From an optimization exercise on the open Yosys and OpenROAD flow, aimed at small area; shortcuts taken in it are not production practice. In this exercise RTL edits were held to simulation tests only and were not proved equivalent to the original. Power is estimated from default activity; no workload was simulated.

==> module processor, before the edit <==
module processor( input         clk, reset,
                  output [31:0] PC,
                  input  [31:0] instruction,
                  output        WE,
                  output [31:0] address_to_mem,
                  output [31:0] data_to_mem,
                  input  [31:0] data_from_mem
                );
    wire [6:0] opcode = instruction[6:0];
    wire [2:0] f3     = instruction[14:12];
    wire [6:0] f7     = instruction[31:25];
    wire [4:0] a1     = instruction[19:15];
    wire [4:0] a2     = instruction[24:20];
    wire [4:0] a3     = instruction[11:7];
    wire is_op    = opcode == 7'b0110011;
    wire is_addi  = opcode == 7'b0010011;
    wire is_qb    = opcode == 7'b0001011;
    wire is_lw    = opcode == 7'b0000011;
    wire is_sw    = opcode == 7'b0100011;
    wire is_beq   = opcode == 7'b1100011;
    wire is_jal   = opcode == 7'b1101111;
    wire is_jalr  = opcode == 7'b1100111;
    wire is_auipc = opcode == 7'b0010111;
    wire is_lui   = opcode == 7'b0110111;
    wire stop     = ~(is_op | is_addi | is_qb | is_lw | is_sw | is_beq |
                      is_jal | is_jalr | is_auipc | is_lui);
    wire f7_zero = f7 == 7'b0000000;
    wire f7_sub  = f7 == 7'b0100000;
    wire op_and  = is_op & f7_zero & (f3 == 3'b111);
    wire op_slt  = is_op & f7_zero & (f3 == 3'b010);
    wire op_sll  = is_op & f7_zero & (f3 == 3'b001);
    wire op_srl  = is_op & f7_zero & (f3 == 3'b101);
    wire op_sra  = is_op & f7_sub  & (f3 == 3'b101);
    wire op_sub  = is_op & f7_sub  & (f3 != 3'b101);
    wire op_shift = op_sll | op_srl | op_sra;
    wire reg_write = is_op | is_addi | is_qb | is_lw | is_jal | is_jalr |
                     is_auipc | is_lui;
    reg  [31:0] my_PC;
    wire [31:0] rs1, rs2, wd;
    wire [31:0] r [0:31];
    assign r[0] = 32'b0;
    wire [31:1] sel1, sel2, wen;
    genvar gi;
    generate
        for (gi = 1; gi < 32; gi = gi + 1) begin : g_reg
            reg [31:0] q;
            always @(posedge clk)
                if (wen[gi]) q <= wd;
            assign r[gi]    = q;
            assign wen[gi]  = (reg_write & (a3 == gi)) | reset;
            assign sel1[gi] = a1 == gi;
            assign sel2[gi] = a2 == gi;
        end
    endgenerate
    wire [32*31-1:0] rflat;
    generate
        for (gi = 1; gi < 32; gi = gi + 1) begin : g_flat
            assign rflat[32*(gi-1) +: 32] = r[gi];
        end
    endgenerate
    rdport p1(.sel(sel1), .d(rflat), .y(rs1));
    rdport p2(.sel(sel2), .d(rflat), .y(rs2));
    wire [31:0] immI = {{21{instruction[31]}}, instruction[30:20]};
    wire [31:0] immS = {{21{instruction[31]}}, instruction[30:25], instruction[11:7]};
    wire [31:0] immB = {{20{instruction[31]}}, instruction[7], instruction[30:25], instruction[11:8], 1'b0};
    wire [31:0] immJ = {{12{instruction[31]}}, instruction[19:12], instruction[20], instruction[30:21], 1'b0};
    wire [31:0] immU = {instruction[31:12], 12'b0};
    wire use_pc = is_auipc | is_jal | is_beq;
    wire negb   = op_sub | op_slt;
    wire useR   = is_op | is_qb;
    wire selA_r = ~(use_pc | is_lui);
    wire selI   = is_addi | is_lw | is_jalr;
    wire selS   = is_sw;
    wire selB   = is_beq;
    wire selJ   = is_jal;
    wire selU   = is_auipc | is_lui;
    wire [31:0] sum;
    addsec u_add(.rs1(rs1), .rs2(rs2), .pc(my_PC), .ins(instruction[31:7]),
                 .selA_r(selA_r), .selA_pc(use_pc), .useR(useR), .negb(negb), .qb(is_qb),
                 .selI(selI), .selS(selS), .selB(selB), .selJ(selJ), .selU(selU),
                 .sum(sum));
    wire slt = (rs1[31] ^ rs2[31]) ? rs1[31] : sum[31];
    wire [31:0] shr, shl;
    wire big  = |rs2[31:5];
    wire fill = op_sra & rs1[31];
    shifter u_sh(.x(rs1), .amt(rs2[4:0]), .left(op_sll), .fill(fill), .r(shr), .l(shl));
    wire [31:0] pc4;
    inc30 u_inc(.pc(my_PC[31:2]), .y(pc4[31:2]));
    assign pc4[1:0] = my_PC[1:0];
    wire sh_r = (op_srl | op_sra) & ~big;
    wire sh_l = op_sll & ~big;
    wire nrst = ~reset;
    wire sh_f = op_sra & big & rs1[31] & nrst;
    wire s_sum = ~(is_lw | is_jal | is_jalr | op_and | op_slt | op_shift) & nrst;
    wbmux u_wb(.s_mem(is_lw & nrst), .s_pc4((is_jal | is_jalr) & nrst), .s_and(op_and & nrst),
               .s_slt(op_slt & nrst), .s_shr(sh_r & nrst), .s_shl(sh_l & nrst), .s_sum(s_sum),
               .fillall(sh_f),
               .mem(data_from_mem), .pc4(pc4), .rs1(rs1), .rs2(rs2), .slt(slt),
               .shr(shr), .shl(shl), .sum(sum), .y(wd));
    wire eqv;
    eqm u_eq(.a(rs1), .b(rs2), .eq(eqv));
    wire taken = is_jal | is_jalr | (is_beq & eqv);
    always @(posedge clk)
        if (reset)      my_PC <= 32'b0;
        else if (stop)  my_PC <= my_PC;
        else if (taken) my_PC <= sum;
        else            my_PC <= pc4;
    assign PC = my_PC;
    assign WE = is_sw;
    assign address_to_mem = sum;
    assign data_to_mem = rs2;
endmodule
clock: 14.0 ns
lec_check: 0
cap_margin: 10
core_margin: 2
core_utilization: 58
cts_buf_list: sky130_fd_sc_hd__clkbuf_16
cts_cluster_diameter: 80
cts_cluster_size: 25
setup_slack_margin: 0
slew_margin: 10
synth_hierarchical: 1
standard.sh (not shown) runs the stock make flow with config.mk's settings and CLKGATE_MAP_FILE= SYNTH_SCRIPT=/design/flow/synth_recipe.tcl, a recipe that flattens the netlist after the stock synthesis.
==> flow/flow/run.sh <==
#!/bin/bash
# Standard ORFS layout with two changes: ports are buffered with the smallest
# buffer, and clock tree synthesis inserts no dummy loads.
set -euo pipefail
export BUFFER_PORTS_ARGS="-buffer_cell sky130_fd_sc_hd__buf_1"
export CTS_ARGS="-sink_clustering_enable -repair_clock_nets -dont_use_dummy_load -buf_list sky130_fd_sc_hd__clkbuf_16 -sink_clustering_size 25 -sink_clustering_max_diameter 80"
bash standard.sh finish > standard_flow.log 2>&1
The first run passed the timing, DRC and antenna checks.
Rerun with:
--- a/flow/design.v
+++ b/flow/design.v
@@ -37,6 +37,7 @@
                      is_auipc | is_lui;
     reg  [31:0] my_PC;
     wire [31:0] rs1, rs2, wd;
+    reg  [31:1] valid;
     wire [31:0] r [0:31];
     assign r[0] = 32'b0;
     wire [31:1] sel1, sel2, wen;
@@ -47,11 +48,14 @@
             always @(posedge clk)
                 if (wen[gi]) q <= wd;
             assign r[gi]    = q;
-            assign wen[gi]  = (reg_write & (a3 == gi)) | reset;
-            assign sel1[gi] = a1 == gi;
-            assign sel2[gi] = a2 == gi;
+            assign wen[gi]  = reg_write & (a3 == gi);
+            assign sel1[gi] = valid[gi] & (a1 == gi);
+            assign sel2[gi] = valid[gi] & (a2 == gi);
         end
     endgenerate
+    always @(posedge clk)
+        if (reset) valid <= 31'b0;
+        else       valid <= valid | wen;
     wire [32*31-1:0] rflat;
     generate
         for (gi = 1; gi < 32; gi = gi + 1) begin : g_flat
@@ -89,12 +93,10 @@
     assign pc4[1:0] = my_PC[1:0];
     wire sh_r = (op_srl | op_sra) & ~big;
     wire sh_l = op_sll & ~big;
-    wire nrst = ~reset;
-    wire sh_f = op_sra & big & rs1[31] & nrst;
-    wire s_sum = ~(is_lw | is_jal | is_jalr | op_and | op_slt | op_shift) & nrst;
-    wbmux u_wb(.s_mem(is_lw & nrst), .s_pc4((is_jal | is_jalr) & nrst), .s_and(op_and & nrst),
-               .s_slt(op_slt & nrst), .s_shr(sh_r & nrst), .s_shl(sh_l & nrst), .s_sum(s_sum),
-               .fillall(sh_f),
+    wire sh_f = op_sra & big & rs1[31];
+    wire s_sum = ~(is_lw | is_jal | is_jalr | op_and | op_slt | op_shift);
+    wbmux u_wb(.s_mem(is_lw), .s_pc4(is_jal | is_jalr), .s_and(op_and), .s_slt(op_slt),
+               .s_shr(sh_r), .s_shl(sh_l), .s_sum(s_sum), .fillall(sh_f),
                .mem(data_from_mem), .pc4(pc4), .rs1(rs1), .rs2(rs2), .slt(slt),
                .shr(shr), .shl(shl), .sum(sum), .y(wd));
     wire eqv;
- The new run went through all stages and came out clean
- maximum frequency went down by 0.55%
- area after synthesis is higher by 1.1%
- power fell by 25%
- combinational power went down by 89%
- flip-flop and latch count went up by 31
- final cell count went up by 2.1%
- utilization barely changes
- critical path depth shrinks by 2
- via count grows by 1.8%
- final area rises by 1.4%
- wire length goes up by 3.4%
- count of clock-buffer cells in the layout stays the same

-- separate check: timing with driven ports --
The results above use ideal ports. As a check the final layouts listed here were re-extracted and re-timed, cells and wires unchanged.
Step 1 (the two cells are an assumption about what drives the block):
set clk [get_ports {clk}]
set_driving_cell -lib_cell sky130_fd_sc_hd__clkbuf_16 $clk
set_driving_cell -lib_cell sky130_fd_sc_hd__buf_2 [delete_from_list [all_inputs] $clk]
Step 2 times the ports against the registers' clock, not the clock port: input delays grow and output delays shrink by t, the midpoint of the rising clock arrivals with the driver on.
Three values: no drivers, after step 1, after step 2; two values: the first two.
| run | shift t [ns] | setup WS [ns] | worst register clock-pin slew, ns | worst data-port slew with drivers (ns) |
|---|---|---|---|---|
| the first run | 0.688 | 1.372 / 1.336 / 1.336 | 0.11 / 0.11 | 0.12 |
| the second run | 0.704 | 1.303 / 1.224 / 1.224 | 0.10 / 0.10 | 0.09 |
After both steps setup and hold are still met in every run listed. The setup slack of the second run, which loses most, moves by -0.079 ns with the drivers and by -0.079 ns with both steps.
